What follows belongs to an exercise in optimizing a design on an open flow for small area; a production flow would make more cautious choices. Function was checked by simulation only, so behaviour that the tests miss may differ from the original. Power figures rest on the tool's default switching activity, not on a simulated workload.

[flow/run.sh]
#!/bin/bash
# synth_recipe.tcl (not shown) runs the flow's synth.tcl, then flattens the netlist and writes it again
# the make line also repeats each setting of config.mk as NAME=value (left out here)
make -C /OpenROAD-flow-scripts/flow DESIGN_CONFIG=/design/flow/config.mk WORK_HOME=/design/flow/orfs CLKGATE_MAP_FILE= SYNTH_SCRIPT=/design/flow/synth_recipe.tcl finish
[flow/config.mk]
export PLATFORM = sky130hd
export DESIGN_NAME = system_top
export DESIGN_NICKNAME = system_top
export VERILOG_FILES = /design/flow/design.v
export SDC_FILE = /design/flow/constraint.sdc
export NUM_CORES = 4
export LEC_CHECK = 0
export CAP_MARGIN = 20
export CORE_MARGIN = 2
export CORE_UTILIZATION = 40
export SLEW_MARGIN = 20
[flow/constraint.sdc]
create_clock -name core_clock -period 8.0 [get_ports {clk}]
set_input_delay 1.6000 -clock core_clock [delete_from_list [all_inputs] [get_ports {clk}]]
set_output_delay 1.6000 -clock core_clock [all_outputs]
set_load 0.01 [all_outputs]
[flow/design.v]
module fifo_sync #(
    parameter W = 8
)(
    input  wire         clk,
    input  wire         rst,
    input  wire         wr_en,
    input  wire [W-1:0] din,
    input  wire         rd_en,
    input  wire [3:0]   ridx,
    output wire [W-1:0] q,
    output reg  [4:0]   count
);
    reg [16*W-1:0] mem;
    wire wr_ok = wr_en && !count[4];
    always @(posedge clk) begin
        if (wr_ok) mem <= {mem[15*W-1:0], din};
    end
    always @(posedge clk) begin
        if (rst)                  count <= 5'd0;
        else if (wr_ok && !rd_en) count <= count + 5'd1;
        else if (!wr_ok && rd_en) count <= count - 5'd1;
    end
    assign q = mem[ridx*W +: W];
endmodule
module uart_rx (
    input  wire       clk,
    input  wire       rst,
    input  wire       rx,
    input  wire       tick,
    output reg        valid,
    output reg  [4:0] sym
);
    localparam IDLE = 2'b00, START = 2'b01, DATA = 2'b10, STOP = 2'b11;
    reg [1:0] state, next_state;
    reg [3:0] sample_cnt;
    reg [2:0] bit_cnt;
    reg [7:0] shift_reg;
    reg [1:0] rx_sync;
    always @(posedge clk) begin
        if (rst) rx_sync <= 2'b11;
        else     rx_sync <= {rx_sync[0], rx};
    end
    wire rx_s = rx_sync[1];
    always @(*) begin
        next_state = state;
        case (state)
            IDLE:  if (!rx_s) next_state = START;
            START: if (tick && sample_cnt == 4'd7 && rx_s) next_state = IDLE;
                   else if (tick && sample_cnt == 4'd15)   next_state = DATA;
            DATA:  if (tick && sample_cnt == 4'd15 && bit_cnt == 3'd7) next_state = STOP;
            STOP:  if (tick && sample_cnt == 4'd15) next_state = IDLE;
        endcase
    end
    always @(posedge clk) begin
        if (rst) begin
            state      <= IDLE;
            sample_cnt <= 4'd0;
            bit_cnt    <= 3'd0;
            valid      <= 1'b0;
        end else begin
            state <= next_state;
            valid <= 1'b0;
            if (tick) begin
                case (state)
                    IDLE:  sample_cnt <= 4'd0;
                    START: sample_cnt <= sample_cnt + 4'd1;
                    DATA: begin
                        if (sample_cnt == 4'd7) shift_reg <= {rx_s, shift_reg[7:1]};
                        if (sample_cnt == 4'd15) bit_cnt <= bit_cnt + 3'd1;
                        sample_cnt <= sample_cnt + 4'd1;
                    end
                    STOP: begin
                        if (sample_cnt == 4'd15) valid <= 1'b1;
                        sample_cnt <= sample_cnt + 4'd1;
                    end
                endcase
            end
        end
    end
    wire [7:0] u = (shift_reg >= 8'h61 && shift_reg <= 8'h7A) ? shift_reg - 8'h20 : shift_reg;
    always @(*) begin
        case (u)
            8'h0A, 8'h0D: sym = 5'd10;
            "P": sym = 5'd0;
            "A": sym = 5'd1;
            "R": sym = 5'd2;
            "S": sym = 5'd3;
            "T": sym = 5'd4;
            "E": sym = 5'd5;
            "D": sym = 5'd6;
            "G": sym = 5'd7;
            "I": sym = 5'd9;
            "M": sym = 5'd13;
            "N": sym = 5'd14;
            default:
                if (u <= 8'h20)      sym = 5'd8;
                else if (u <= 8'h30) sym = 5'd11;
                else                 sym = {1'b1, u[3:0]};
        endcase
    end
endmodule
module protocol_handler (
    input  wire         clk,
    input  wire         rst,
    output wire         rx_rd,
    input  wire         rx_empty,
    input  wire [4:0]   rx_sym,       
    output wire         tx_wr,
    input  wire         tx_full,
    output reg  [7:0]   tx_data,
    input  wire         card_OK,
    input  wire [31:0]  UID,
    input  wire [4:0]   busy,
    output wire [4:0]   go,           
    output wire [19:0]  turns,
    input  wire [4:0]   input_ir,
    output reg          led1
);
    localparam [2:0] IDLE = 3'd0, FETCH = 3'd1, WAIT_RX = 3'd2, PROCESS = 3'd3,
                     RESPOND = 3'd4, TRANSMIT = 3'd5, WAIT_TX = 3'd6, RFID_SEND = 3'd7;
    localparam [2:0] W_NONE = 3'd0, W_START = 3'd1, W_END = 3'd2, W_PING = 3'd3,
                     W_MED = 3'd4, W_T = 3'd5;
    localparam [2:0] M_NONE = 3'd0, M_DONE = 3'd1, M_STK = 3'd2, M_PONG = 3'd3,
                     M_DISP = 3'd4, M_ERR = 3'd5, M_PID = 3'd6;
    localparam LOCKOUT   = 200_000;
    localparam BLINK_BIT = 11;
    reg [2:0]  state, next_state;
    reg        eol;
    reg [3:0]  idx;         
    reg [2:0]  kind;        
    reg [31:0] data;        
    reg        system_authorized;
    reg        session_captured;
    reg        disp_active_prev;
    reg [4:0]  dispenser_start;
    reg [$clog2(LOCKOUT+1)-1:0] lockout_cnt;
    reg [BLINK_BIT:0] blink_timer;
    wire dispensing_active = |busy;
    wire done_evt = disp_active_prev && !dispensing_active;
    wire       s_h   = rx_sym[4];
    wire [3:0] s_x   = rx_sym[3:0];
    wire       s_eol = (rx_sym == 5'd10);
    wire       s_prt = !(rx_sym == 5'd10 || rx_sym == 5'd8);
    wire       s_gt  = s_h || !(s_x == 4'd8 || s_x == 4'd10 || s_x == 4'd11 || s_x == 4'd12 || s_x == 4'd15);
    wire [3:0] s_nib = (rx_sym == 5'd6) ? 4'd4 : s_x;
    wire c_P = rx_sym == 5'd0, c_A = rx_sym == 5'd1, c_R = rx_sym == 5'd2, c_S = rx_sym == 5'd3,
         c_T = rx_sym == 5'd4, c_E = rx_sym == 5'd5, c_D = rx_sym == 5'd6, c_G = rx_sym == 5'd7,
         c_I = rx_sym == 5'd9, c_M = rx_sym == 5'd13, c_N = rx_sym == 5'd14;
    reg [3:0] tx_len;
    always @(*) begin
        case (kind)
            M_DONE, M_PONG: tx_len = 4'd5;
            M_STK:          tx_len = 4'd10;
            M_DISP:         tx_len = 4'd14;
            M_ERR:          tx_len = 4'd4;
            M_PID:          tx_len = 4'd9;
            default:        tx_len = 4'd0;
        endcase
    end
    always @(*) begin
        tx_data = 8'h0A;
        case (kind)
            M_DONE: case (idx)
                4'd0: tx_data = "D"; 4'd1: tx_data = "O"; 4'd2: tx_data = "N"; 4'd3: tx_data = "E";
                default: ;
            endcase
            M_STK: case (idx)
                4'd0: tx_data = "S"; 4'd1: tx_data = "T"; 4'd2: tx_data = "K"; 4'd3: tx_data = ":";
                4'd4: tx_data = {7'h18, data[4]};
                4'd5: tx_data = {7'h18, data[3]};
                4'd6: tx_data = {7'h18, data[2]};
                4'd7: tx_data = {7'h18, data[1]};
                4'd8: tx_data = {7'h18, data[0]};
                default: ;
            endcase
            M_PONG: case (idx)
                4'd0: tx_data = "P"; 4'd1: tx_data = "O"; 4'd2: tx_data = "N"; 4'd3: tx_data = "G";
                default: ;
            endcase
            M_DISP: case (idx)
                4'd0: tx_data = "D"; 4'd1: tx_data = "I"; 4'd2: tx_data = "S"; 4'd3: tx_data = "P";
                4'd4: tx_data = "E"; 4'd5: tx_data = "N"; 4'd6: tx_data = "S"; 4'd7: tx_data = "I";
                4'd8: tx_data = "N"; 4'd9: tx_data = "G"; 4'd10: tx_data = "."; 4'd11: tx_data = ".";
                4'd12: tx_data = ".";
                default: ;
            endcase
            M_ERR: case (idx)
                4'd0: tx_data = "E"; 4'd1: tx_data = "R"; 4'd2: tx_data = "R";
                default: ;
            endcase
            M_PID: case (idx)
                4'd0: tx_data = "P"; 4'd1: tx_data = "I"; 4'd2: tx_data = "D"; 4'd3: tx_data = ":";
                4'd4: tx_data = data[31:24];
                4'd5: tx_data = data[23:16];
                4'd6: tx_data = data[15:8];
                4'd7: tx_data = data[7:0];
                default: ;
            endcase
            default: ;
        endcase
    end
    assign rx_rd = (state == FETCH);
    assign tx_wr = (state == WAIT_TX);
    always @(*) begin
        next_state = state;
        if (card_OK && system_authorized && !session_captured && lockout_cnt == 0 && state == IDLE)
            next_state = RFID_SEND;
        else if (done_evt && state == IDLE)
            next_state = RESPOND;
        else begin
            case (state)
                IDLE:      if (!rx_empty) next_state = FETCH;
                FETCH:     next_state = WAIT_RX;
                WAIT_RX:   next_state = PROCESS;
                PROCESS: begin
                    if (!eol || idx == 4'd0)            next_state = IDLE;
                    else if (idx == 4'd1 && kind == W_T) next_state = RFID_SEND;
                    else                                next_state = RESPOND;
                end
                RESPOND:   next_state = (tx_len != 4'd0) ? TRANSMIT : IDLE;
                RFID_SEND: next_state = TRANSMIT;
                TRANSMIT: begin
                    if (idx < tx_len) begin
                        if (!tx_full) next_state = WAIT_TX;
                    end else
                        next_state = IDLE;
                end
                WAIT_TX:   next_state = TRANSMIT;
            endcase
        end
    end
    wire med_ok = (next_state == RESPOND) && !disp_active_prev && !dispensing_active &&
                  system_authorized && idx == 4'd14 && kind == W_MED;
    genvar g;
    generate
        for (g = 0; g < 5; g = g + 1) begin : cnts
            assign turns[4*g+3:4*g] = data[5*g+3:5*g];
            assign go[g] = med_ok && data[5*g+4] && !dispenser_start[g] && (data[5*g+3:5*g] != 4'd0);
        end
    endgenerate
    always @(posedge clk) begin
        if (rst) begin
            state             <= IDLE;
            disp_active_prev  <= 1'b0;
            idx               <= 4'd0;
            system_authorized <= 1'b0;
            session_captured  <= 1'b0;
            led1              <= 1'b0;
            lockout_cnt       <= 0;
            blink_timer       <= 0;
            dispenser_start   <= 5'b00000;
        end else begin
            state            <= next_state;
            disp_active_prev <= dispensing_active;
            if (!system_authorized) begin
                led1        <= 1'b0;
                blink_timer <= 0;
            end else begin
                blink_timer <= blink_timer + 1'b1;
                led1        <= session_captured ? 1'b1 : blink_timer[BLINK_BIT];
            end
            if (lockout_cnt != 0) lockout_cnt <= lockout_cnt - 1'b1;
            case (next_state)
                PROCESS: begin
                    eol <= s_eol;
                    if (s_prt) begin
                        if (idx != 4'd15) idx <= idx + 4'd1;
                        case (idx)
                            4'd0: kind <= c_S ? W_START : c_E ? W_END : c_P ? W_PING :
                                          c_M ? W_MED : c_T ? W_T : W_NONE;
                            4'd1: if ((kind == W_START && !c_T) || (kind == W_END && !c_N) ||
                                      (kind == W_PING && !c_I) || (kind == W_MED && !c_E)) kind <= W_NONE;
                            4'd2: if ((kind == W_START && !c_A) || (kind == W_END && !c_D) ||
                                      (kind == W_PING && !c_N) || (kind == W_MED && !c_D)) kind <= W_NONE;
                            4'd3: if ((kind == W_START && !c_R) || (kind == W_PING && !c_G)) kind <= W_NONE;
                            4'd4: if (kind == W_START && !c_T) kind <= W_NONE;
                            4'd5:  data[4:0]   <= {s_gt, s_nib};
                            4'd7:  data[9:5]   <= {s_gt, s_nib};
                            4'd9:  data[14:10] <= {s_gt, s_nib};
                            4'd11: data[19:15] <= {s_gt, s_nib};
                            4'd13: data[24:20] <= {s_gt, s_nib};
                            default: ;
                        endcase
                    end
                end
                RESPOND: begin
                    idx             <= 4'd0;
                    dispenser_start <= 5'b00000;
                    kind            <= M_NONE;
                    if (done_evt)
                        kind <= M_DONE;
                    else if (idx == 4'd5 && kind == W_START) begin
                        system_authorized <= 1'b1;
                        session_captured  <= 1'b0;
                    end
                    else if (idx == 4'd3 && kind == W_END) begin
                        system_authorized <= 1'b0;
                        session_captured  <= 1'b0;
                        data[4:0]         <= input_ir;
                        kind              <= M_STK;
                    end
                    else if (system_authorized) begin
                        if (idx == 4'd4 && kind == W_PING)
                            kind <= M_PONG;
                        else if (idx == 4'd14 && kind == W_MED && !dispensing_active) begin
                            dispenser_start <= {data[24], data[19], data[14], data[9], data[4]};
                            kind            <= M_DISP;
                        end
                        else
                            kind <= M_ERR;
                    end
                end
                RFID_SEND: begin
                    session_captured <= 1'b1;
                    data             <= UID;
                    kind             <= M_PID;
                    idx              <= 4'd0;
                    lockout_cnt      <= LOCKOUT;
                end
                TRANSMIT: begin
                    if (state == WAIT_TX) idx <= idx + 4'd1;
                end
                IDLE: begin
                    if (state == TRANSMIT) idx <= 4'd0;
                end
                default: ;
            endcase
        end
    end
endmodule
module uart_controller (
    input  wire         clk,
    input  wire         rst,
    input  wire         rx,
    output wire         tx,
    output wire         led1,
    input  wire         tick,
    input  wire [31:0]  UID,
    input  wire         card_OK,
    input  wire [4:0]   ir_status,
    input  wire [4:0]   busy,
    output wire [4:0]   go,
    output wire [19:0]  turns
);
    wire       rx_valid;
    wire [4:0] rx_sym_in;
    wire [4:0] rx_sym;
    wire [4:0] rx_count;
    wire       rx_rd;
    uart_rx u_rx (
        .clk(clk), .rst(rst), .rx(rx), .tick(tick),
        .valid(rx_valid), .sym(rx_sym_in)
    );
    fifo_sync #(.W(5)) rx_fifo (
        .clk(clk), .rst(rst), .wr_en(rx_valid), .din(rx_sym_in),
        .rd_en(rx_rd), .ridx(rx_count[3:0]), .q(rx_sym), .count(rx_count)
    );
    wire       tx_wr;
    wire [7:0] tx_din;
    wire [4:0] tx_count;
    protocol_handler handler (
        .clk(clk), .rst(rst),
        .rx_rd(rx_rd), .rx_empty(rx_count == 5'd0), .rx_sym(rx_sym),
        .tx_wr(tx_wr), .tx_full(tx_count[4]), .tx_data(tx_din),
        .card_OK(card_OK), .UID(UID),
        .busy(busy), .go(go), .turns(turns),
        .input_ir(ir_status), .led1(led1)
    );
    reg  [9:0] p;
    reg  [7:0] tx_byte;
    wire [7:0] tx_q;
    wire [3:0] k = p[9:6];
    fifo_sync #(.W(8)) tx_fifo (
        .clk(clk), .rst(rst), .wr_en(tx_wr), .din(tx_din),
        .rd_en(p == 10'd62), .ridx(tx_count[3:0]), .q(tx_q), .count(tx_count)
    );
    always @(posedge clk) begin
        if (rst)               p <= 10'd0;
        else if (p == 10'd0)   begin if (tx_count != 5'd0) p <= 10'd62; end
        else if (p == 10'd704) p <= 10'd0;
        else                   p <= p + 10'd1;
    end
    always @(posedge clk) begin
        if (p == 10'd63) tx_byte <= tx_q;
    end
    assign tx = (k == 4'd1) ? 1'b0 :
                (k >= 4'd2 && k <= 4'd9) ? tx_byte[k - 4'd2] : 1'b1;
endmodule
module rc522 (
    input  wire        clk,
    input  wire        rst,
    input  wire        miso,
    output wire        sclk,
    output reg         mosi,
    output wire        cs_n,
    output wire        nrst_pd,
    output reg  [31:0] UID,
    output wire        card_OK,
    output wire [1:0]  tick_ph
);
    localparam [7:0] CommandReg    = 8'h01 << 1,
                     ComIrqReg     = 8'h04 << 1,
                     FIFODataReg   = 8'h09 << 1,
                     FIFOLevelReg  = 8'h0A << 1,
                     BitFramingReg = 8'h0D << 1,
                     ModeReg       = 8'h11 << 1,
                     TxModeReg     = 8'h12 << 1,
                     RxModeReg     = 8'h13 << 1,
                     TxControlReg  = 8'h14 << 1,
                     TxASKReg      = 8'h15 << 1,
                     ModWidthReg   = 8'h24 << 1,
                     TModeReg      = 8'h2A << 1,
                     TPrescalerReg = 8'h2B << 1,
                     TReloadRegH   = 8'h2C << 1,
                     TReloadRegL   = 8'h2D << 1;
    localparam [7:0] PCD_Idle = 8'h00, PCD_Transceive = 8'h0C;
    localparam [7:0] PICC_CMD_REQA = 8'h26, PICC_CMD_SEL_CL1 = 8'h93;
    localparam [7:0] RD = 8'h80;
    reg [9:0]  cnt;         
    reg [8:0]  step;        
    reg [2:0]  cnt_2;
    reg        ok;          
    reg        xfer;        
    reg [15:0] sr;          
    reg [1:0]  miso_sync;
    assign tick_ph = cnt[1:0];
    assign nrst_pd = (step != 9'd2);
    assign card_OK = (step == 9'd97) && ok;
    wire stp = &cnt;
    reg        w;
    reg [15:0] d;
    always @(*) begin
        w = 1'b1;
        d = 16'h0000;
        case (step)
            9'd50: d = {TxModeReg,     8'h00};
            9'd51: d = {RxModeReg,     8'h00};
            9'd52: d = {ModWidthReg,   8'h26};
            9'd53: d = {TModeReg,      8'h80};
            9'd54: d = {TPrescalerReg, 8'hA9};
            9'd55: d = {TReloadRegH,   8'h03};
            9'd56: d = {TReloadRegL,   8'hE8};
            9'd57: d = {TxASKReg,      8'h40};
            9'd58: d = {ModeReg,       8'h3D};
            9'd59: d = {TxControlReg | RD, 8'h00};
            9'd60: d = {TxControlReg,  8'h03 | sr[7:0]};
            9'd62: d = {CommandReg,    PCD_Idle};
            9'd63: d = {ComIrqReg,     8'h7F};
            9'd64: d = {FIFOLevelReg,  8'h80};
            9'd65: d = {FIFODataReg,   PICC_CMD_REQA};
            9'd66: d = {BitFramingReg, 8'h07};
            9'd67: d = {CommandReg,    PCD_Transceive};
            9'd68: d = {BitFramingReg, 8'h87};
            9'd70: d = {ComIrqReg | RD, 8'h00};
            9'd73: d = {FIFOLevelReg,  8'h80};
            9'd74: d = {FIFODataReg,   PICC_CMD_SEL_CL1};
            9'd75: d = {FIFODataReg,   8'h20};
            9'd76: d = {BitFramingReg, 8'h00};
            9'd77: d = {CommandReg,    PCD_Transceive};
            9'd78: d = {BitFramingReg, 8'h80};
            9'd83: d = {FIFOLevelReg | RD, 8'h00};
            9'd85, 9'd87, 9'd89, 9'd91, 9'd93:
                   d = {FIFODataReg | RD, 8'h00};
            default: w = 1'b0;
        endcase
    end
    assign cs_n = !(xfer && cnt >= 10'd2 && cnt <= 10'd545);
    assign sclk = xfer && cnt >= 10'd33 && cnt <= 10'd528 && (cnt[4:0] != 5'd0) && (!cnt[4] || cnt[3:0] == 4'd0);
    wire sample = xfer && cnt[4:0] == 5'd0 && cnt >= 10'd32 && cnt <= 10'd512;
    wire shift_out = xfer && ((cnt == 10'd1) || (cnt[4:0] == 5'd16 && cnt >= 10'd48 && cnt <= 10'd496));
    always @(posedge clk) miso_sync <= {miso_sync[0], miso};
    always @(posedge clk) begin
        if (stp) begin
            case (step)
                9'd84: ok <= (sr[7:0] == 8'd5);
                9'd94: ok <= ok && (sr[7:0] == (UID[31:24] ^ UID[23:16] ^ UID[15:8] ^ UID[7:0]));
                default: ;
            endcase
        end
    end
    always @(posedge clk) begin
        if (rst) begin
            cnt   <= 10'd0;
            step  <= 9'd0;
            cnt_2 <= 3'd0;
            UID   <= 32'h0;
            xfer  <= 1'b0;
            sr    <= 16'h0;
            mosi  <= 1'b0;
        end else begin
            cnt <= cnt + 10'd1;
            if (stp) begin
                xfer <= w;
                if (w) sr <= d;
                case (step)
                    9'd86: UID[31:24] <= sr[7:0];
                    9'd88: UID[23:16] <= sr[7:0];
                    9'd90: UID[15:8]  <= sr[7:0];
                    9'd92: UID[7:0]   <= sr[7:0];
                    default: ;
                endcase
                if (step == 9'd72 && !sr[5]) begin
                    if (cnt_2 == 3'd5) begin
                        cnt_2 <= 3'd0;
                        step  <= 9'd62;
                    end else begin
                        cnt_2 <= cnt_2 + 3'd1;
                        step  <= 9'd70;
                    end
                end else if (step == 9'd501)
                    step <= 9'd62;
                else
                    step <= step + 9'd1;
            end else begin
                if (sample)    sr   <= {sr[14:0], miso_sync[1]};
                if (shift_out) mosi <= sr[15];
            end
        end
    end
endmodule
module servo_fsm_unit #(parameter ACW = 0) (
    input  wire       clk,
    input  wire       rst,
    input  wire [7:0] counter,
    input  wire       go,
    input  wire [3:0] turns,
    output reg        pwm_out,
    output wire       busy
);
    localparam [6:0] P1 = ACW ? 7'd98 : 7'd20;
    localparam [6:0] P2 = ACW ? 7'd20 : 7'd101;
    localparam [2:0] ST_IDLE  = 3'd0,
                     ST_IDLEB = 3'd1,    
                     ST_START = 3'd2,    
                     ST_PA1   = 3'd3,
                     ST_SW1   = 3'd4,
                     ST_PA2   = 3'd5,
                     ST_SW2   = 3'd6,
                     ST_CHK   = 3'd7;
    reg [2:0] state;
    reg [6:0] pw;
    reg [3:0] zc;
    reg [3:0] rem;
    wire z = (counter == 8'd0);
    assign busy = (state != ST_IDLE) && (state != ST_START);
    wire sw1_end = ACW ? (pw <= 7'd20) : (pw >= 7'd101);
    wire sw2_end = ACW ? (pw >= 7'd98) : (pw <= 7'd20);
    wire [6:0] pw_sw1 = ACW ? pw - 7'd5 : pw + 7'd5;
    wire [6:0] pw_sw2 = ACW ? pw + 7'd5 : pw - 7'd5;
    always @(posedge clk) begin
        if (rst) begin
            state   <= ST_IDLE;
            pw      <= P1;
            pwm_out <= 1'b0;
        end else begin
            pwm_out <= (counter < {1'b0, pw});
            case (state)
                ST_IDLE, ST_IDLEB: begin
                    pw    <= P1;
                    state <= ST_IDLE;
                    if (go) begin
                        state <= ST_START;
                        rem   <= turns;
                    end
                end
                ST_START: begin
                    pw    <= P1;
                    zc    <= 4'd0;
                    state <= ST_PA1;
                end
                ST_PA1: begin
                    pw <= P1;
                    if (z) begin
                        zc <= (zc == 4'd9) ? 4'd0 : zc + 4'd1;
                        if (zc == 4'd9) state <= ST_SW1;
                    end
                end
                ST_SW1: begin
                    if (z) begin
                        if (sw1_end) state <= ST_PA2;
                        else         pw    <= pw_sw1;
                    end
                end
                ST_PA2: begin
                    pw <= P2;
                    if (z) begin
                        zc <= (zc == 4'd9) ? 4'd0 : zc + 4'd1;
                        if (zc == 4'd9) state <= ST_SW2;
                    end
                end
                ST_SW2: begin
                    if (z) begin
                        if (sw2_end) state <= ST_CHK;
                        else         pw    <= pw_sw2;
                    end
                end
                ST_CHK: begin
                    if (rem <= 4'd1) state <= ST_IDLEB;
                    else begin
                        rem   <= rem - 4'd1;
                        state <= ST_PA1;
                    end
                end
            endcase
        end
    end
endmodule
module servo_bank (
    input  wire        clk,
    input  wire        rst,
    input  wire [4:0]  go,
    input  wire [19:0] turns,
    output wire [4:0]  pwm,
    output wire [4:0]  busy
);
    reg [7:0] counter;    
    always @(posedge clk) begin
        if (rst)                   counter <= 8'd0;
        else if (counter >= 8'd199) counter <= 8'd0;
        else                       counter <= counter + 8'd1;
    end
    genvar i;
    generate
        for (i = 0; i < 5; i = i + 1) begin : servo
            servo_fsm_unit #(.ACW(i == 0)) u (
                .clk(clk), .rst(rst), .counter(counter),
                .go(go[i]), .turns(turns[4*i+3:4*i]),
                .pwm_out(pwm[i]), .busy(busy[i])
            );
        end
    endgenerate
endmodule
module system_top (
    input  wire         clk,
    input  wire         rst,
    input  wire         rx,
    output wire         tx,
    input  wire         miso,
    output wire         sclk,
    output wire         mosi,
    output wire         cs_n,
    output wire         nrst_pd,
    output wire [4:0]   pwm_servos,
    input  wire [4:0]   input_ir,
    output wire [4:0]   led_busy,
    output wire         led1, led2
);
    wire [31:0] UID;
    wire        card_OK;
    wire [1:0]  tick_ph;       
    wire [4:0]  busy_servo;
    wire [4:0]  go;
    wire [19:0] turns;
    assign led_busy = busy_servo;
    assign led2     = |busy_servo;
    rc522 rfid_inst (
        .clk(clk), .rst(rst), .miso(miso), .sclk(sclk), .mosi(mosi), .cs_n(cs_n),
        .nrst_pd(nrst_pd), .UID(UID), .card_OK(card_OK), .tick_ph(tick_ph)
    );
    uart_controller comm_inst (
        .clk(clk), .rst(rst), .rx(rx), .tx(tx), .led1(led1),
        .tick(&tick_ph), .UID(UID), .card_OK(card_OK), .ir_status(input_ir),
        .busy(busy_servo), .go(go), .turns(turns)
    );
    servo_bank servos (
        .clk(clk), .rst(rst), .go(go), .turns(turns),
        .pwm(pwm_servos), .busy(busy_servo)
    );
endmodule
==> results.sh, run 1 <==
export IMPL_status="timing/DRC/antenna clean"
export IMPL_fin_nets=2697
export IMPL_synth_ff_type="edfxtp_1"
export IMPL_tightest_slew_ns=1.04
export IMPL_std_cell_rows=95
export IMPL_grt_pass1_vias=18800
export IMPL_regMostFlops="comm_inst.tx_fifo.mem"
export IMPL_worstSetupEndpointType="register"
export IMPL_final_area_sq_mm=0.0299
export IMPL_final_cell_mix="edfxtp_1 (301), nor2_1 (271), dfxtp_1 (221)"
export IMPL_areaGrowthSynthToFinish_pct=9.89
export IMPL_layout_commonest_cell="edfxtp_1"
export IMPL_clkSinkCount=523
export IMPL_core_area_sq_mm=0.0673
export IMPL_drt_wirelength_per_cell_um=17.7
export IMPL_die_w_um=265
export IMPL_overflow=0
export IMPL_clk_pin_slew_ns=0.07
export IMPL_slew_violations=0
export IMPL_arrival_ns=5.95
export IMPL_grt_first_pass_wirelength_um=100000
export IMPL_synth_area_per_cell_sq_um=10.4
export IMPL_gp_congestion=0.863
export IMPL_clockBufferDepth=3
export IMPL_seq_area_frac_synth=0.496
export IMPL_placedCellCount=3382
export IMPL_reg2reg_setup_slack_ns=2.59
export IMPL_rr_worst_depth=17
export IMPL_worstPathRequired_ns=8.54
export IMPL_worst_hold_path_num_cells=0
export IMPL_yosys_warnings=9
export IMPL_antenna_found_initial=2
export IMPL_setup_viol=0
export IMPL_cts_root_buf="clkbuf_16"
export IMPL_via_per_inst=5.57
export IMPL_dp_hpwl_um=42500
export IMPL_async_flop_share=0
export IMPL_cts_setup_buffers=0
export IMPL_fin_crit_ns=5.41
export IMPL_tns_ns=0
export IMPL_ios=26
export IMPL_ctsResizeCount=0
export IMPL_numCtsBuffers=56
export IMPL_wl_um=61900
export IMPL_top_regs="comm_inst.tx_fifo.mem: 128 flops, comm_inst.rx_fifo.mem: 80 flops, servos.servo.u.pw: 35 flops"
export IMPL_hold_violations=0
export IMPL_synth_nets=2747
export IMPL_grt_usage=0.174
export IMPL_period_share=0.676
export IMPL_drc_errors=0
export IMPL_first_iter_violations=1539
export IMPL_fp_dieH_um=265
export IMPL_clock_skew_ns=0.0137
export IMPL_via_count=19400
export IMPL_ctsHoldBuffers=0
export IMPL_utilization=0.444
export IMPL_initial_core_util=0.404
export IMPL_drive_gt1_frac=0.0784
export IMPL_p_per_area_mw_per_mm2=234
export IMPL_grt_setup_unrepaired="no"
export IMPL_dieArea_sq_mm=0.0701
export IMPL_syn_area_sq_mm=0.0272
export IMPL_ant_nets=0
export IMPL_htree_num_levels=2
export IMPL_largest_reg_flops=128
export IMPL_synth_edf_count=301
export IMPL_crit_type="register to register"
export IMPL_max_cap_viol_count=0
export IMPL_maxSlewHeadroom=0.303
export IMPL_start_kind="register"
export IMPL_final_instance_count_excl_fill=3487
export IMPL_syn_inst=2618
export IMPL_insertion_delay_ns=0.61
export IMPL_ys_seq_elements=523
export IMPL_ys_types=95
export IMPL_io_buffers=25
export IMPL_critPathMaxFanout=26
export IMPL_min_path_type="register to register"
export IMPL_vdd_drop_max_v=0.000160
export IMPL_dr_pass1_iters=5
export IMPL_max_clock_freq_mhz=185
export IMPL_placed_area_sq_mm=0.0280
export IMPL_leakage_uw=0.0108
export IMPL_total_power_uw=6980
export IMPL_n_antenna_cell=0
export IMPL_cts_tree="yes"
export IMPL_grt_max_degree=87
[area by class of cell]
type	count	area, sq um
Timing Repair Buffer	46	409
Fill cell	6317	37400
Clock buffer	78	1580
Multi-Input combinational cell	1829	12600
Tap cell	873	1090
Sequential cell	523	13500
Clock inverter	26	250
Inverter	112	420
[routing by layer]
metal  vias up  track usage  routed length, um
met1      9382        0.238              28900
met3       115       0.0301               2830
met5         -            0                 27
met4         4       0.0600               1830
li1       9492            -                  -
met2       419        0.279              28300
[cell usage after synthesis (23+ instances only)]
master	count	area [sq um]
mux2i_1	68	681
and3_1	25	156
a211oi_1	23	173
a31oi_1	25	156
clkbuf_1	122	458
a22oi_1	30	225
edfxtp_1	301	9040
xnor2_1	80	701
nand2b_1	36	225
nand2_1	201	754
nor2_1	271	1020
xor2_1	59	517
nand3_1	79	395
ha_1	113	1410
a21o_1	34	255
mux4_2	51	1150
nor3_1	53	265
nor4_1	23	144
o21ai_0	125	626
nor2b_1	28	175
dfxtp_1	222	4440
a21oi_1	177	886
inv_1	108	405
[critical path, stage by stage (launching register included)]
cell      delay [ns]
edfxtp_1        0.60
inv_1           0.23
nand2_1         0.13
nor2_1          0.43
nor2_1          0.09
ha_1            0.29
nand3_1         0.07
a211oi_1        0.46
nor4_1          0.13
nor4bb_1        0.30
buf_4           0.22
or3_1           0.74
nand4_1         0.20
o21ai_1         0.39
inv_1           0.17
ha_1            0.23
or4_1           0.56
o211ai_2        0.08
[kinds of logic after synthesis]
group,after synthesis,synth area share
fa+ha+maj,120,0.0572
flops,523,0.496
compound gates,598,0.141
mux,121,0.0685
buf+inv,266,0.0394
simple gates,851,0.154
xor+xnor,139,0.0448
[metrics by stage]
step                      setup slack, ns  hold slack (ns)
after global placement               2.85            0.315
after detailed placement             2.68            0.325
final                                2.59            0.336
after floorplan                      2.07            0.310
after global routing                 2.20            0.353
after CTS                            2.67            0.339
[report_power, final]
group	internal, uW	switching [uW]
logic	563	763
clock network	1500	1070
registers	2950	129
total	5020	1960
[worst paths after layout]
kind / startpoint / to
worst min register to register: rfid_inst.miso_sync[0] / rfid_inst.miso_sync[1]
worst min-delay path: rfid_inst.miso_sync[0] / rfid_inst.miso_sync[1]
worst max register to register: comm_inst.handler.kind[1] / register
worst max-delay path: comm_inst.handler.kind[1] / register
==> run 2, diff against run 1 <==
--- a/flow/design.v
+++ b/flow/design.v
@@ -522,5 +522,9 @@
     input  wire       clk,
     input  wire       rst,
-    input  wire [7:0] counter,
+    input  wire       z,           
+    input  wire [5:0] q,
+    input  wire       lt_p1,       
+    input  wire       lt_p2,       
+    input  wire [6:0] dn,          
     input  wire       go,
     input  wire [3:0] turns,
@@ -528,6 +532,4 @@
     output wire       busy
 );
-    localparam [6:0] P1 = ACW ? 7'd98 : 7'd20;
-    localparam [6:0] P2 = ACW ? 7'd20 : 7'd101;
     localparam [2:0] ST_IDLE  = 3'd0,
                      ST_IDLEB = 3'd1,    
@@ -538,24 +540,30 @@
                      ST_SW2   = 3'd6,
                      ST_CHK   = 3'd7;
+    localparam [4:0] SW_LAST = ACW ? 5'd16 : 5'd17;
     reg [2:0] state;
-    reg [6:0] pw;
-    reg [3:0] zc;
+    reg [4:0] k;
     reg [3:0] rem;
-    wire z = (counter == 8'd0);
     assign busy = (state != ST_IDLE) && (state != ST_START);
-    wire sw1_end = ACW ? (pw <= 7'd20) : (pw >= 7'd101);
-    wire sw2_end = ACW ? (pw >= 7'd98) : (pw <= 7'd20);
-    wire [6:0] pw_sw1 = ACW ? pw - 7'd5 : pw + 7'd5;
-    wire [6:0] pw_sw2 = ACW ? pw + 7'd5 : pw - 7'd5;
+    wire up_lt = ({1'b0, q} < {2'b00, k} + 7'd4);           
+    wire dn_lt = !dn[6] && ({2'b00, k} <= dn);               
+    reg pwm_next;
+    always @(*) begin
+        case (state)
+            ST_SW1:  pwm_next = ACW ? dn_lt : up_lt;
+            ST_SW2:  pwm_next = ACW ? up_lt : dn_lt;
+            ST_PA2:  pwm_next = lt_p2;
+            default: pwm_next = lt_p1;
+        endcase
+    end
+    wire pa_last = (k == 5'd9);
+    wire sw_last = (k == SW_LAST);
     always @(posedge clk) begin
         if (rst) begin
             state   <= ST_IDLE;
-            pw      <= P1;
             pwm_out <= 1'b0;
         end else begin
-            pwm_out <= (counter < {1'b0, pw});
+            pwm_out <= pwm_next;
             case (state)
                 ST_IDLE, ST_IDLEB: begin
-                    pw    <= P1;
                     state <= ST_IDLE;
                     if (go) begin
@@ -565,32 +573,17 @@
                 end
                 ST_START: begin
-                    pw    <= P1;
-                    zc    <= 4'd0;
+                    k     <= 5'd0;
                     state <= ST_PA1;
                 end
-                ST_PA1: begin
-                    pw <= P1;
-                    if (z) begin
-                        zc <= (zc == 4'd9) ? 4'd0 : zc + 4'd1;
-                        if (zc == 4'd9) state <= ST_SW1;
-                    end
-                end
-                ST_SW1: begin
+                ST_PA1, ST_PA2: begin
                     if (z) begin
-                        if (sw1_end) state <= ST_PA2;
-                        else         pw    <= pw_sw1;
+                        k <= pa_last ? 5'd0 : k + 5'd1;
+                        if (pa_last) state <= state + 3'd1;
                     end
                 end
-                ST_PA2: begin
-                    pw <= P2;
+                ST_SW1, ST_SW2: begin
                     if (z) begin
-                        zc <= (zc == 4'd9) ? 4'd0 : zc + 4'd1;
-                        if (zc == 4'd9) state <= ST_SW2;
-                    end
-                end
-                ST_SW2: begin
-                    if (z) begin
-                        if (sw2_end) state <= ST_CHK;
-                        else         pw    <= pw_sw2;
+                        k <= sw_last ? 5'd0 : k + 5'd1;
+                        if (sw_last) state <= state + 3'd1;
                     end
                 end
@@ -614,15 +607,30 @@
     output wire [4:0]  busy
 );
-    reg [7:0] counter;    
+    reg [5:0] q;
+    reg [2:0] r;
     always @(posedge clk) begin
-        if (rst)                   counter <= 8'd0;
-        else if (counter >= 8'd199) counter <= 8'd0;
-        else                       counter <= counter + 8'd1;
+        if (rst) begin
+            q <= 6'd0;
+            r <= 3'd0;
+        end else if (r == 3'd4) begin
+            r <= 3'd0;
+            q <= (q == 6'd39) ? 6'd0 : q + 6'd1;
+        end else
+            r <= r + 3'd1;
     end
+    wire z     = (q == 6'd0) && (r == 3'd0);
+    wire lt20  = (q < 6'd4);                                    
+    wire lt101 = (q < 6'd20) || (q == 6'd20 && r == 3'd0);      
+    wire lt98  = (q < 6'd19) || (q == 6'd19 && r < 3'd3);       
+    wire [6:0] dn_cw  = 7'd20 - {1'b0, q} - {6'd0, r != 3'd0};
+    wire [6:0] dn_acw = 7'd19 - {1'b0, q} - {6'd0, r >= 3'd3};
     genvar i;
     generate
         for (i = 0; i < 5; i = i + 1) begin : servo
             servo_fsm_unit #(.ACW(i == 0)) u (
-                .clk(clk), .rst(rst), .counter(counter),
+                .clk(clk), .rst(rst), .z(z), .q(q),
+                .lt_p1(i == 0 ? lt98 : lt20),
+                .lt_p2(i == 0 ? lt20 : lt101),
+                .dn(i == 0 ? dn_acw : dn_cw),
                 .go(go[i]), .turns(turns[4*i+3:4*i]),
                 .pwm_out(pwm[i]), .busy(busy[i])
==> run 2 against run 1 <==
  * Maximum frequency is 15% higher
  * Global-route usage is 0.46 points higher
  * Still clean
  * Sequential share of layout area is 0.45 points lower
  * Via count is 3.7% lower
  * Final cell count is 3.6% lower
  * Critical path depth is 2 lower
  * Clock skew is 0.0083 ns higher
==> results.sh, run 2 <==
export IMPL_status="timing/DRC/antenna clean"
export IMPL_initial_core_util=0.402
export IMPL_drc_errors=0
export IMPL_slew_violations=0
export IMPL_yosys_warnings=9
export IMPL_die_w_um=260
export IMPL_overflow=0
export IMPL_min_delay_start="rfid_inst.miso_sync[0]"
export IMPL_cts_root_buf="clkbuf_16"
export IMPL_synth_area_per_cell_sq_um=10.5
export IMPL_clock_skew_ns=0.0219
export IMPL_power_frac_clock=0.333
export IMPL_reg2reg_setup_slack_ns=3.32
export IMPL_via_count=18700
export IMPL_p_seq_frac=0.425
export IMPL_start_kind="register"
export IMPL_synth_most_common_cell="nor2_1"
export IMPL_crit_buf_inv=1
export IMPL_utilization=0.443
export IMPL_wl_um=61000
export IMPL_clkSinkCount=494
export IMPL_combPwrFrac=0.242
export IMPL_vdd_drop_max_v=0.000186
export IMPL_worstPathRequired_ns=8.44
export IMPL_synthMuxAreaShare=0.0752
export IMPL_p_switching_uw=2300
export IMPL_synth_edf_count=306
export IMPL_layout_commonest_cell="nor2_1"
export IMPL_cts_tree="yes"
export IMPL_ys_seq_elements=494
export IMPL_yosys_area_share_adder=0.0798
export IMPL_worstSetupEndpointType="register"
export IMPL_crit_chain="nand2b_1 > a21o_1 > ha_1 > a21o_1 > a2111oi_0 > a22o_1 > nor2_2 > o211a_2 > or2_0 > or3_1 > a21oi_1 > inv_1 > ha_1 > mux2i_1 > o21ai_0"
export IMPL_leakage_uw=0.0101
export IMPL_io_buffers=25
export IMPL_maxSlewHeadroom=0.271
export IMPL_period_share=0.586
export IMPL_slowest_delay_ns=0.74
export IMPL_arrival_ns=5.13
export IMPL_ios=26
export IMPL_clk_pin_slew_ns=0.07
export IMPL_startpoint="comm_inst.handler.kind[1]"
export IMPL_fin_crit_ns=4.68
export IMPL_rr_worst_depth=15
export IMPL_setup_viol=0
export IMPL_placedCellCount=3266
export IMPL_antenna_found_initial=0
export IMPL_fp_dieH_um=260
export IMPL_synth_top_cell_by_area="edfxtp_1"
export IMPL_dr_pass1_iters=7
export IMPL_regMostFlops="comm_inst.tx_fifo.mem"
export IMPL_seq_area_frac_synth=0.493
export IMPL_final_instance_count_excl_fill=3363
export IMPL_final_cell_mix="nor2_1 (309), edfxtp_1 (306), nand2_1 (187), dfxtp_1 (187), ha_1 (163)"
export IMPL_drive_gt1_frac=0.0780
export IMPL_min_path_type="register to register"
export IMPL_ys_top_cells_by_count="nor2_1 (311), edfxtp_1 (306), dfxtp_1 (188)"
export IMPL_std_cell_rows=94
export IMPL_synth_ff_type="edfxtp_1"
export IMPL_areaGrowthSynthToFinish_pct=10.2
export IMPL_grt_max_degree=97
export IMPL_max_clock_freq_mhz=213
export IMPL_first_iter_violations=1571
export IMPL_top_regs="comm_inst.tx_fifo.mem: 128 flops, comm_inst.rx_fifo.mem: 80 flops"
export IMPL_dp_hpwl_um=42700
export IMPL_syn_area_sq_mm=0.0263
export IMPL_synth_compound_area_share=0.121
export IMPL_cts_setup_buffers=0
export IMPL_cpMaxStageDelayCell="edfxtp_1"
export IMPL_clockBufferDepth=3
export IMPL_ctsResizeCount=0
export IMPL_dieArea_sq_mm=0.0678
export IMPL_crit_family="compound AO/OA/AOI/OAI gates"
export IMPL_switching_share=0.313
export IMPL_internal_power_uw=5050
export IMPL_tightest_slew_ns=1.09
export IMPL_syn_inst=2494
export IMPL_synth_top_family_by_area="simple AND/OR/NAND/NOR gates"
export IMPL_crit_type="register to register"
export IMPL_largest_reg_flops=128
export IMPL_numCtsBuffers=52
export IMPL_grt_usage=0.178
export IMPL_critPathMaxFanout=27
export IMPL_synthXorXnorAreaFrac=0.0406
export IMPL_grt_first_pass_wirelength_um=98200
export IMPL_r2r_start="comm_inst.handler.kind[1]"
export IMPL_yosys_area_top_type_share=0.349
export IMPL_insertion_delay_ns=0.60
export IMPL_grt_setup_unrepaired="no"
export IMPL_hold_violations=0
export IMPL_synth_simple_area_share=0.154
export IMPL_grt_pass1_vias=18000
export IMPL_tns_ns=0
export IMPL_worst_hold_path_endpoint="rfid_inst.miso_sync[1]"
export IMPL_synth_nets=2669
export IMPL_drt_wirelength_per_cell_um=18.1
export IMPL_max_cap_viol_count=0
export IMPL_ant_nets=0
export IMPL_yosys_top_cells_area="edfxtp_1 (35%), dfxtp_1 (14%), ha_1 (7.8%), mux4_2 (5.1%), nor2_1 (4.4%)"
export IMPL_gp_congestion=0.888
export IMPL_core_area_sq_mm=0.0654
export IMPL_worst_hold_path_num_cells=0
export IMPL_via_per_inst=5.56
export IMPL_async_flop_share=0
export IMPL_p_per_area_mw_per_mm2=253
export IMPL_ys_types=84
export IMPL_htree_num_levels=2
export IMPL_ctsHoldBuffers=0
export IMPL_fin_nets=2631
export IMPL_n_antenna_cell=0
[run 2: cell count changes in the layout (fill, tap and decap cells not counted), moves of 9 or more]
cell	change
a21o_1	-19
a21oi_1	-42
dfxtp_1	-34
ha_1	+50
mux2_2	+9
mux2i_1	-16
nand2_1	-14
nor2_1	+38
nor2b_1	+9
o21a_1	-9
o21ai_0	-17
xor2_1	-22
[run 2: power by group through the flow]
| stage | Combinational [uW] | Sequential (uW) | Clock (uW) |
|---|---|---|---|
| 6_report | 1780 | 3130 | 2440 |
| 5_1_grt | 1980 | 3150 | 2610 |
| 4_1_cts | 1780 | 3120 | 2510 |
| 3_5_place_dp | 1770 | 3170 | 0 |
| 3_3_place_gp | 1750 | 3170 | 0 |
| 2_1_floorplan | 1420 | 3050 | 0 |
[run 2: logic make-up (layout without fill, tap and decap cells)]
kind of cell | Yosys count | after routing
adder cells (fa/ha/maj) | 166 | 166
AND/OR/NAND/NOR | 851 | 851
AO/OA/AOI/OAI | 493 | 493
buffers and inverters | 246 | 251
multiplexers | 122 | 122
flip-flops | 494 | 494
XOR/XNOR | 122 | 122
[run 2: layout make-up]
class                      count  area [sq um]
multi-input combinational   1754         12400
clock buffer                  72          1490
clock inverter                25           246
fill                        6119         36400
sequential                   494         13000
inverter                     112           420
tap                          864          1080
timing repair buffer          42           383
[run 2: how the worst max path moves through the flow]
| stage | endpoint | slack (ns) | depth (start not counted) |
|---|---|---|---|
| floorplan | comm_inst.tx_fifo.count[4] | 2.02 | 11 |
| global placement | register | 3.43 | 15 |
| detailed placement | register | 3.35 | 15 |
| CTS | register | 3.33 | 15 |
| global route | register | 2.96 | 15 |
| finish | register | 3.32 | 15 |
[run 2: per-layer routing]
| metal | vias to the layer above | global-route usage | wire [um] |
|---|---|---|---|
| met4 | 0 | 0.0510 | 1370 |
| met3 | 89 | 0.0241 | 2800 |
| met5 | - | 0 | 0 |
| met2 | 470 | 0.285 | 28300 |
| li1 | 9052 | - | - |
| met1 | 9081 | 0.253 | 28500 |
[run 2: stage by stage]
stage               hold WS, ns  power (uW)  setup slack [ns]  instance area (sq um)
floorplan                 0.310        4460              2.02                  26300
global placement          0.315        4910              3.43                  27200
detailed placement        0.316        4950              3.35                  27300
CTS                       0.330        7410              3.33                  29000
global route              0.345        7740              2.96                  29000
finish                    0.327        7350              3.32                  29000
==> run 3, diff against run 2 <==
--- a/flow/design.v
+++ b/flow/design.v
@@ -134,6 +134,9 @@
     reg        disp_active_prev;
     reg [4:0]  dispenser_start;
-    reg [$clog2(LOCKOUT+1)-1:0] lockout_cnt;
-    reg [BLINK_BIT:0] blink_timer;
+    localparam [17:0] LK_LOAD = 18'h00001, LK_TERM = 18'h3324b;
+    reg [17:0] lockout;
+    wire       lockout_done = (lockout == LK_TERM);
+    reg [10:0] blink_lo;
+    reg        blink_hi;
     wire dispensing_active = |busy;
     wire done_evt = disp_active_prev && !dispensing_active;
@@ -204,5 +207,5 @@
     always @(*) begin
         next_state = state;
-        if (card_OK && system_authorized && !session_captured && lockout_cnt == 0 && state == IDLE)
+        if (card_OK && system_authorized && !session_captured && lockout_done && state == IDLE)
             next_state = RFID_SEND;
         else if (done_evt && state == IDLE)
@@ -247,6 +250,7 @@
             session_captured  <= 1'b0;
             led1              <= 1'b0;
-            lockout_cnt       <= 0;
-            blink_timer       <= 0;
+            lockout           <= LK_TERM;
+            blink_lo          <= 11'd0;
+            blink_hi          <= 1'b0;
             dispenser_start   <= 5'b00000;
         end else begin
@@ -254,11 +258,13 @@
             disp_active_prev <= dispensing_active;
             if (!system_authorized) begin
-                led1        <= 1'b0;
-                blink_timer <= 0;
+                led1     <= 1'b0;
+                blink_lo <= 11'd0;
+                blink_hi <= 1'b0;
             end else begin
-                blink_timer <= blink_timer + 1'b1;
-                led1        <= session_captured ? 1'b1 : blink_timer[BLINK_BIT];
+                blink_lo <= {blink_lo[9:0], blink_lo[10] ^ blink_lo[8] ^ (blink_lo[9:0] == 10'd0)};
+                if (blink_lo == 11'h400) blink_hi <= !blink_hi;
+                led1     <= session_captured ? 1'b1 : blink_hi;
             end
-            if (lockout_cnt != 0) lockout_cnt <= lockout_cnt - 1'b1;
+            if (!lockout_done) lockout <= {lockout[16:0], lockout[17] ^ lockout[10]};
             case (next_state)
                 PROCESS: begin
@@ -316,5 +322,5 @@
                     kind             <= M_PID;
                     idx              <= 4'd0;
-                    lockout_cnt      <= LOCKOUT;
+                    lockout          <= LK_LOAD;
                 end
                 TRANSMIT: begin
@@ -523,8 +529,8 @@
     input  wire       rst,
     input  wire       z,           
-    input  wire [5:0] q,
+    input  wire [2:0] r,
+    input  wire [5:0] x,           
     input  wire       lt_p1,       
     input  wire       lt_p2,       
-    input  wire [6:0] dn,          
     input  wire       go,
     input  wire [3:0] turns,
@@ -540,22 +546,21 @@
                      ST_SW2   = 3'd6,
                      ST_CHK   = 3'd7;
-    localparam [4:0] SW_LAST = ACW ? 5'd16 : 5'd17;
+    localparam [4:0] SWK = ACW ? 5'd16 : 5'd17;
     reg [2:0] state;
     reg [4:0] k;
     reg [3:0] rem;
     assign busy = (state != ST_IDLE) && (state != ST_START);
-    wire up_lt = ({1'b0, q} < {2'b00, k} + 7'd4);           
-    wire dn_lt = !dn[6] && ({2'b00, k} <= dn);               
+    wire r_ok = (state == ST_SW1) ? (ACW ? (r == 3'd3) : (r == 3'd0))
+                                  : (ACW ? (r == 3'd0) : (r == 3'd1));
+    wire fall = r_ok && (x == {1'b0, k});
     reg pwm_next;
     always @(*) begin
         case (state)
-            ST_SW1:  pwm_next = ACW ? dn_lt : up_lt;
-            ST_SW2:  pwm_next = ACW ? up_lt : dn_lt;
-            ST_PA2:  pwm_next = lt_p2;
-            default: pwm_next = lt_p1;
+            ST_SW1, ST_SW2: pwm_next = z || (pwm_out && !fall);
+            ST_PA2:         pwm_next = lt_p2;
+            default:        pwm_next = lt_p1;
         endcase
     end
-    wire pa_last = (k == 5'd9);
-    wire sw_last = (k == SW_LAST);
+    wire k0 = (k == 5'd0);
     always @(posedge clk) begin
         if (rst) begin
@@ -573,20 +578,18 @@
                 end
                 ST_START: begin
-                    k     <= 5'd0;
+                    k     <= 5'd9;
                     state <= ST_PA1;
                 end
-                ST_PA1, ST_PA2: begin
+                ST_PA1, ST_SW1, ST_PA2, ST_SW2: begin
                     if (z) begin
-                        k <= pa_last ? 5'd0 : k + 5'd1;
-                        if (pa_last) state <= state + 3'd1;
-                    end
-                end
-                ST_SW1, ST_SW2: begin
-                    if (z) begin
-                        k <= sw_last ? 5'd0 : k + 5'd1;
-                        if (sw_last) state <= state + 3'd1;
+                        if (k0) begin
+                            state <= state + 3'd1;
+                            k     <= state[0] ? SWK : 5'd9;
+                        end else
+                            k <= k - 5'd1;
                     end
                 end
                 ST_CHK: begin
+                    k <= 5'd9;
                     if (rem <= 4'd1) state <= ST_IDLEB;
                     else begin
@@ -623,14 +626,14 @@
     wire lt101 = (q < 6'd20) || (q == 6'd20 && r == 3'd0);      
     wire lt98  = (q < 6'd19) || (q == 6'd19 && r < 3'd3);       
-    wire [6:0] dn_cw  = 7'd20 - {1'b0, q} - {6'd0, r != 3'd0};
-    wire [6:0] dn_acw = 7'd19 - {1'b0, q} - {6'd0, r >= 3'd3};
+    wire [5:0] x_cw  = r[0] ? q - 6'd3 : 6'd21 - q;
+    wire [5:0] x_acw = r[0] ? q - 6'd3 : 6'd20 - q;
     genvar i;
     generate
         for (i = 0; i < 5; i = i + 1) begin : servo
             servo_fsm_unit #(.ACW(i == 0)) u (
-                .clk(clk), .rst(rst), .z(z), .q(q),
+                .clk(clk), .rst(rst), .z(z), .r(r),
+                .x(i == 0 ? x_acw : x_cw),
                 .lt_p1(i == 0 ? lt98 : lt20),
                 .lt_p2(i == 0 ? lt20 : lt101),
-                .dn(i == 0 ? dn_acw : dn_cw),
                 .go(go[i]), .turns(turns[4*i+3:4*i]),
                 .pwm_out(pwm[i]), .busy(busy[i])
==> run 3 against run 2 <==
  * Still clean on timing, DRC and antenna
  * Register-to-register slack got worse by 0.78 ns
  * Sequential share of layout area is 2.1 points higher
  * Final cell count is 5.3% lower
  * Die area fell by 5.0%
  * Clock-buffer cell count decreased by 1
  * Non-clock buffer count is the same
  * Power down 0.86%
  * Global-route usage rose by 0.15 points
  * Synthesized cell count fell by 6.3%
  * Highest routed layer is now met5
==> results.sh, run 3 <==
export IMPL_status="timing/DRC/antenna clean"
export IMPL_power_frac_clock=0.344
export IMPL_grt_setup_unrepaired="no"
export IMPL_synth_ff_type="edfxtp_1"
export IMPL_synth_area_per_cell_sq_um=10.7
export IMPL_final_instance_count_excl_fill=3185
export IMPL_areaGrowthSynthToFinish_pct=10.8
export IMPL_syn_inst=2336
export IMPL_arrival_ns=5.68
export IMPL_gp_congestion=0.906
export IMPL_via_per_inst=5.56
export IMPL_fin_crit_ns=5.46
export IMPL_critPathMaxFanout=17
export IMPL_die_w_um=254
export IMPL_ctsHoldBuffers=0
export IMPL_setup_viol=0
export IMPL_switching_share=0.310
export IMPL_numCtsBuffers=54
export IMPL_synth_edf_count=306
export IMPL_max_cap_viol_count=0
export IMPL_first_iter_violations=1542
export IMPL_async_flop_share=0
export IMPL_std_cell_rows=91
export IMPL_synth_most_common_cell="edfxtp_1"
export IMPL_worstPathRequired_ns=8.22
export IMPL_yosys_area_top_type_share=0.368
export IMPL_overflow=0
export IMPL_clk_pin_slew_ns=0.06
export IMPL_ys_seq_elements=494
export IMPL_placedCellCount=3082
export IMPL_fp_dieH_um=254
export IMPL_finalWorstSetupSlack_ns=2.54
export IMPL_n_antenna_cell=0
export IMPL_grt_pass1_vias=17000
export IMPL_syn_area_sq_mm=0.0250
export IMPL_grt_usage=0.180
export IMPL_grt_first_pass_wirelength_um=93100
export IMPL_cts_root_buf="clkbuf_16"
export IMPL_vdd_drop_max_v=0.000141
export IMPL_ctsResizeCount=0
export IMPL_fin_nets=2401
export IMPL_min_path_type="register to register"
export IMPL_ys_top_cells_by_count="edfxtp_1 (306), nor2_1 (260), nand2_1 (204)"
export IMPL_yosys_top_cells_area="edfxtp_1 (37%), dfxtp_1 (15%), mux4_2 (5.3%), ha_1 (4.4%), nor2_1 (3.9%)"
export IMPL_utilization=0.448
export IMPL_clkSinkCount=494
export IMPL_antenna_found_initial=2
export IMPL_slew_violations=0
export IMPL_dieArea_sq_mm=0.0644
export IMPL_via_count=17700
export IMPL_dp_hpwl_um=40200
export IMPL_p_per_area_mw_per_mm2=263
export IMPL_p_switching_uw=2260
export IMPL_maxSlewHeadroom=0.262
export IMPL_top_regs="comm_inst.tx_fifo.mem: 128 flops, comm_inst.rx_fifo.mem: 80 flops"
export IMPL_io_buffers=25
export IMPL_start_kind="register"
export IMPL_dr_pass1_iters=8
export IMPL_period_share=0.683
export IMPL_cts_setup_buffers=0
export IMPL_internal_power_uw=5030
export IMPL_initial_core_util=0.405
export IMPL_tns_ns=0
export IMPL_crit_type="register to register"
export IMPL_tightest_slew_ns=1.10
export IMPL_cts_tree="yes"
export IMPL_hold_violations=0
export IMPL_regMostFlops="comm_inst.tx_fifo.mem"
export IMPL_drc_errors=0
export IMPL_synth_top_cell_by_area="edfxtp_1"
export IMPL_max_clock_freq_mhz=183
export IMPL_htree_num_levels=2
export IMPL_layout_commonest_cell="edfxtp_1"
export IMPL_worstSetupEndpointType="register"
export IMPL_pre_cts_slack_ns=2.17
export IMPL_core_area_sq_mm=0.0617
export IMPL_grt_max_degree=90
export IMPL_synth_nets=2435
export IMPL_ant_nets=0
export IMPL_largest_reg_flops=128
export IMPL_leakage_uw=0.00968
export IMPL_clockBufferDepth=3
export IMPL_seq_area_frac_synth=0.519
export IMPL_insertion_delay_ns=0.61
export IMPL_final_cell_mix="edfxtp_1 (306), nor2_1 (260), nand2_1 (204)"
export IMPL_p_seq_frac=0.422
export IMPL_clock_skew_ns=0.0222
export IMPL_ys_types=86
export IMPL_ios=26
export IMPL_drive_gt1_frac=0.0873
export IMPL_drt_wirelength_per_cell_um=18.3
export IMPL_wl_um=58300
export IMPL_yosys_warnings=9
export IMPL_combPwrFrac=0.235
[run 3: layer usage]
| metal | global-route usage | part of all wire | wire length (um) | vias up |
|---|---|---|---|---|
| met5 | 0 | 0.00019 | 11 | - |
| met4 | 0.0514 | 0.023 | 1320 | 2 |
| met3 | 0.0309 | 0.054 | 3130 | 97 |
| met2 | 0.283 | 0.46 | 26600 | 468 |
| met1 | 0.255 | 0.47 | 27200 | 8628 |
| li1 | - | - | - | 8520 |
[run 3: final cells by class]
cell class	instances	area, sq um
clock buffers	71	1530
clock inverters	31	278
fillers	5815	34000
inverters	88	330
multi-input cells	1622	11200
flip-flops and latches	494	13000
well taps	837	1050
repair buffers	42	377
[run 3: power groups by stage]
stage / sequential [uW] / clock, uW / combinational (uW)
after global routing: 3100 / 2680 / 1890
after detailed placement: 3130 / 0 / 1690
after floorplan: 3010 / 0 / 1310
after global placement: 3120 / 0 / 1680
after CTS: 3070 / 2580 / 1700
final: 3070 / 2500 / 1710
[run 3: kinds of logic after synthesis]
family | Yosys count | share of synthesized area
flip-flops | 494 | 0.519
multiplexers | 115 | 0.0759
adder cells (fa/ha/maj) | 90 | 0.0457
buffers and inverters | 220 | 0.0351
AND/OR/NAND/NOR | 805 | 0.156
XOR/XNOR | 127 | 0.0446
AO/OA/AOI/OAI | 485 | 0.124
[run 3: per-stage QoR]
step / hold WS, ns / power [uW] / area (sq um)
finish: 0.341 / 7290 / 27700
floorplan: 0.310 / 4320 / 25000
global route: 0.356 / 7660 / 27700
CTS: 0.344 / 7350 / 27700
global placement: 0.315 / 4800 / 25900
detailed placement: 0.328 / 4820 / 25900
[run 3: path summary, 6_finish.rpt]
| kind | start | to | slack, ns | cells after the start |
|---|---|---|---|---|
| setup / recovery | comm_inst.handler.kind[1] | servos.servo[1].u.rem[1] | 2.54 | 14 |
| hold / removal | rfid_inst.miso_sync[0] | rfid_inst.miso_sync[1] | 0.34 | 0 |
| setup reg to reg | comm_inst.handler.kind[1] | servos.servo[1].u.rem[1] | 2.54 | 14 |
| hold reg to reg | rfid_inst.miso_sync[0] | rfid_inst.miso_sync[1] | 0.34 | 0 |
[run 3: critical path: stages (launching register included)]
cell	delay, ns
edfxtp_1	0.60
nand2b_1	0.38
a21oi_1	0.32
inv_1	0.08
ha_1	0.27
and3_1	0.14
o211ai_1	0.13
a41oi_1	0.24
nor2_1	0.15
or2_2	0.33
nor3_2	0.58
nand4b_1	0.43
nor4b_1	0.52
nor2_1	0.09
a2111oi_1	0.82
==> run 4, diff against run 3 <==
--- a/flow/design.v
+++ b/flow/design.v
@@ -147,4 +147,15 @@
     wire       s_gt  = s_h || !(s_x == 4'd8 || s_x == 4'd10 || s_x == 4'd11 || s_x == 4'd12 || s_x == 4'd15);
     wire [3:0] s_nib = (rx_sym == 5'd6) ? 4'd4 : s_x;
+    reg [3:0] s_turns;
+    always @(*) begin
+        case (s_nib)
+            4'd1: s_turns = 4'b1000;  4'd2: s_turns = 4'b1100;  4'd3: s_turns = 4'b1110;
+            4'd4: s_turns = 4'b1111;  4'd5: s_turns = 4'b0111;  4'd6: s_turns = 4'b1011;
+            4'd7: s_turns = 4'b0101;  4'd8: s_turns = 4'b1010;  4'd9: s_turns = 4'b1101;
+            4'd10: s_turns = 4'b0110; 4'd11: s_turns = 4'b0011; 4'd12: s_turns = 4'b1001;
+            4'd13: s_turns = 4'b0100; 4'd14: s_turns = 4'b0010; 4'd15: s_turns = 4'b0001;
+            default: s_turns = 4'b0000;
+        endcase
+    end
     wire c_P = rx_sym == 5'd0, c_A = rx_sym == 5'd1, c_R = rx_sym == 5'd2, c_S = rx_sym == 5'd3,
          c_T = rx_sym == 5'd4, c_E = rx_sym == 5'd5, c_D = rx_sym == 5'd6, c_G = rx_sym == 5'd7,
@@ -281,9 +292,9 @@
                             4'd3: if ((kind == W_START && !c_R) || (kind == W_PING && !c_G)) kind <= W_NONE;
                             4'd4: if (kind == W_START && !c_T) kind <= W_NONE;
-                            4'd5:  data[4:0]   <= {s_gt, s_nib};
-                            4'd7:  data[9:5]   <= {s_gt, s_nib};
-                            4'd9:  data[14:10] <= {s_gt, s_nib};
-                            4'd11: data[19:15] <= {s_gt, s_nib};
-                            4'd13: data[24:20] <= {s_gt, s_nib};
+                            4'd5:  data[4:0]   <= {s_gt, s_turns};
+                            4'd7:  data[9:5]   <= {s_gt, s_turns};
+                            4'd9:  data[14:10] <= {s_gt, s_turns};
+                            4'd11: data[19:15] <= {s_gt, s_turns};
+                            4'd13: data[24:20] <= {s_gt, s_turns};
                             default: ;
                         endcase
@@ -549,5 +560,6 @@
     reg [2:0] state;
     reg [4:0] k;
-    reg [3:0] rem;
+    reg [3:0] rem;          
+    localparam [3:0] TURN1 = 4'b1000;
     assign busy = (state != ST_IDLE) && (state != ST_START);
     wire r_ok = (state == ST_SW1) ? (ACW ? (r == 3'd3) : (r == 3'd0))
@@ -592,7 +604,7 @@
                 ST_CHK: begin
                     k <= 5'd9;
-                    if (rem <= 4'd1) state <= ST_IDLEB;
+                    if (rem == TURN1) state <= ST_IDLEB;
                     else begin
-                        rem   <= rem - 4'd1;
+                        rem   <= {rem[2:0], rem[3] ^ rem[2]};
                         state <= ST_PA1;
                     end
--- a/flow/config.mk
+++ b/flow/config.mk
@@ -8,4 +8,6 @@
 export CAP_MARGIN = 20
 export CORE_MARGIN = 2
-export CORE_UTILIZATION = 40
+export CORE_UTILIZATION = 65
+export CTS_CLUSTER_DIAMETER = 100
+export CTS_CLUSTER_SIZE = 28
 export SLEW_MARGIN = 20
==> run 4 against run 3 <==
  * Via count is 1.1% lower
  * Wire length shrank 7.6%
  * Utilization is 24 points higher
  * Final cell count fell by 13%
  * Synthesized cell count decreased by 0.30%
  * Clock power down 48%
  * Sequential share of layout area grew 2.8 points
  * Sequential power up 2%
  * Register-to-register slack better by 0.56 ns
  * Hold slack better by 0.016 ns
  * Worst setup slack gained 0.56 ns
  * Largest power group unchanged
  * Highest routed layer is now met4
==> results.sh, run 4 <==
export IMPL_critPathMaxFanout=19
export IMPL_worstPathRequired_ns=8.22
export IMPL_regMostFlops="comm_inst.tx_fifo.mem"
export IMPL_hold_violations=0
export IMPL_clock_skew_ns=0.0218
export IMPL_dp_hpwl_um=37400
export IMPL_wl_um=53900
export IMPL_leakage_uw=0.00918
export IMPL_clockBufferDepth=3
export IMPL_async_flop_share=0
export IMPL_insertion_delay_ns=0.58
export IMPL_htree_num_levels=1
export IMPL_synth_edf_count=306
export IMPL_worstSetupEndpointType="register"
export IMPL_grt_pass1_vias=16500
export IMPL_numCtsBuffers=21
export IMPL_setup_viol=0
export IMPL_tightest_slew_ns=1.06
export IMPL_p_switching_uw=2160
export IMPL_final_cell_mix="edfxtp_1 (306), nor2_1 (265), dfxtp_1 (187)"
export IMPL_seq_area_frac_synth=0.517
export IMPL_ant_nets=0
export IMPL_crit_family="simple AND/OR/NAND/NOR gates"
export IMPL_cpMaxStageDelayCell="edfxtp_1"
export IMPL_crit_buf_inv=0
export IMPL_p_seq_frac=0.491
export IMPL_cp_endpoint="comm_inst.handler.data[0]"
export IMPL_grt_max_degree=82
export IMPL_slew_violations=0
export IMPL_die_w_um=200
export IMPL_ys_types=96
export IMPL_cts_setup_buffers=0
export IMPL_io_buffers=25
export IMPL_via_per_inst=6.31
export IMPL_start_kind="register"
export IMPL_n_antenna_cell=0
export IMPL_via_count=17500
export IMPL_synth_area_per_cell_sq_um=10.8
export IMPL_std_cell_rows=71
export IMPL_drive_gt1_frac=0.0675
export IMPL_internal_power_uw=4240
export IMPL_status="timing/DRC/antenna clean"
export IMPL_areaGrowthSynthToFinish_pct=4.31
export IMPL_fp_dieH_um=200
export IMPL_min_path_type="register to register"
export IMPL_drt_wirelength_per_cell_um=19.4
export IMPL_p_per_area_mw_per_mm2=245
export IMPL_grt_usage=0.265
export IMPL_first_iter_violations=1629
export IMPL_holdWs_ns=0.357
export IMPL_cts_tree="yes"
export IMPL_core_area_sq_mm=0.0378
export IMPL_yosys_warnings=9
export IMPL_r2r_start="comm_inst.handler.kind[2]"
export IMPL_reg2reg_setup_slack_ns=3.10
export IMPL_dr_pass1_iters=5
export IMPL_placed_area_sq_mm=0.0255
export IMPL_crit_cells=11
export IMPL_syn_area_sq_mm=0.0251
export IMPL_ys_top_cells_by_count="edfxtp_1 (306), nor2_1 (265), dfxtp_1 (188)"
export IMPL_tns_ns=0
export IMPL_clkSinkCount=494
export IMPL_ios=26
export IMPL_ctsResizeCount=0
export IMPL_arrival_ns=5.12
export IMPL_synth_ff_type="edfxtp_1"
export IMPL_ys_seq_elements=494
export IMPL_drc_errors=0
export IMPL_vdd_drop_max_v=0.000149
export IMPL_synth_top_cell_by_area="edfxtp_1"
export IMPL_initial_core_util=0.662
==> run 4: changes by cell type in the layout (fill, tap and decap cells not counted), sizes merged, moves of 11 or more <==
| cell | delta |
|---|---|
| nor3 | -12 |
| mux2 | +15 |
| mux2i | +37 |
| a21oi | -23 |
| a221oi | -12 |
| nand2 | -30 |
| clkbuf | -36 |
| nand3 | +17 |
| xnor2 | -11 |
| clkinv | -23 |
| inv | -14 |
==> run 4: worst reg2reg max path, delay by kind of cell (launching register included) <==
family | cells | cell delay, ns
and+or+nand+nor | 5 | 1.80
AOI/OAI and AO/OA | 5 | 1.68
DFF | 1 | 0.73
adders and majority gates | 1 | 0.33
==> run 4: how the worst min path moves through the flow <==
stage | to | start | cells past startpoint
2_1_floorplan | rfid_inst.miso_sync[1] | rfid_inst.miso_sync[0] | 0
3_3_place_gp | rfid_inst.miso_sync[1] | rfid_inst.miso_sync[0] | 0
3_5_place_dp | rfid_inst.miso_sync[1] | rfid_inst.miso_sync[0] | 0
4_1_cts | rfid_inst.miso_sync[1] | rfid_inst.miso_sync[0] | 0
5_1_grt | rfid_inst.miso_sync[1] | rfid_inst.miso_sync[0] | 0
6_report | rfid_inst.miso_sync[1] | rfid_inst.miso_sync[0] | 0
==> run 4: area by class of cell <==
type / instances / area, sq um
Clock buffer: 36 / 603
Multi-Input combinational cell: 1616 / 11300
Fill cell: 2917 / 11700
Inverter: 75 / 282
Tap cell: 511 / 639
Clock inverter: 2 / 17.5
Timing Repair Buffer: 43 / 383
Sequential cell: 494 / 13000
==> run 4: per-layer routing <==
layer  vias up  part of all wire  global-route usage
met3        90             0.053              0.0295
met4         0             0.026              0.0791
li1       8343                 -                   -
met2       530              0.47               0.427
met5         -                 0                   0
met1      8555              0.45               0.381
==> run 4: logic make-up after synthesis <==
| group | count (synthesis) | share of synthesized area |
|---|---|---|
| AO/OA/AOI/OAI | 477 | 0.122 |
| XOR/XNOR | 112 | 0.0392 |
| adder cells (fa/ha/maj) | 92 | 0.0465 |
| buffers and inverters | 219 | 0.0352 |
| flip-flops | 494 | 0.517 |
| multiplexers | 157 | 0.0882 |
| AND/OR/NAND/NOR | 778 | 0.152 |
==> run 4: power by group through the flow <==
| stage | sequential [uW] | combinational, uW | clock (uW) |
|---|---|---|---|
| 2_1_floorplan | 3060 | 1550 | 0 |
| 3_3_place_gp | 3190 | 1880 | 0 |
| 3_5_place_dp | 3190 | 1930 | 0 |
| 4_1_cts | 3130 | 1940 | 1330 |
| 5_1_grt | 3160 | 2160 | 1410 |
| 6_report | 3140 | 1960 | 1290 |
==> run 4: through the flow <==
stage	setup slack, ns	total power (uW)	std cells
2_1_floorplan	0.0907	4610	2329
3_3_place_gp	3.27	5060	2739
3_5_place_dp	3.11	5120	2739
4_1_cts	3.08	6400	2777
5_1_grt	2.72	6730	2777
6_report	3.10	6400	2777

static timing again, ports no longer ideal:
The results above use ideal ports. As a check the final layouts listed here were re-extracted and re-timed, cells and wires unchanged. Step 1 assumes that a clkbuf_16 drives the clock port and a buf_2 every other input. Step 2 adds t to the input delays and takes it off the output delays; t is the mean of the earliest and latest rising clock arrival at the registers after step 1. Input paths then give back, and output paths get back, about the clock's delay inside the block. Slacks: ideal ports / drivers / drivers and shift; pairs: ideal ports / drivers.
run	shift t [ns]	slack for setup (ns)	worst slew at a driven data input, ns
run 1	0.663	2.594 / 2.594 / 2.594	0.07
run 2	0.647	3.315 / 3.315 / 3.315	0.07
run 3	0.659	2.540 / 2.540 / 2.540	0.07
run 4	0.630	3.103 / 3.103 / 3.103	0.06
After both steps setup and hold are still met in every run listed.
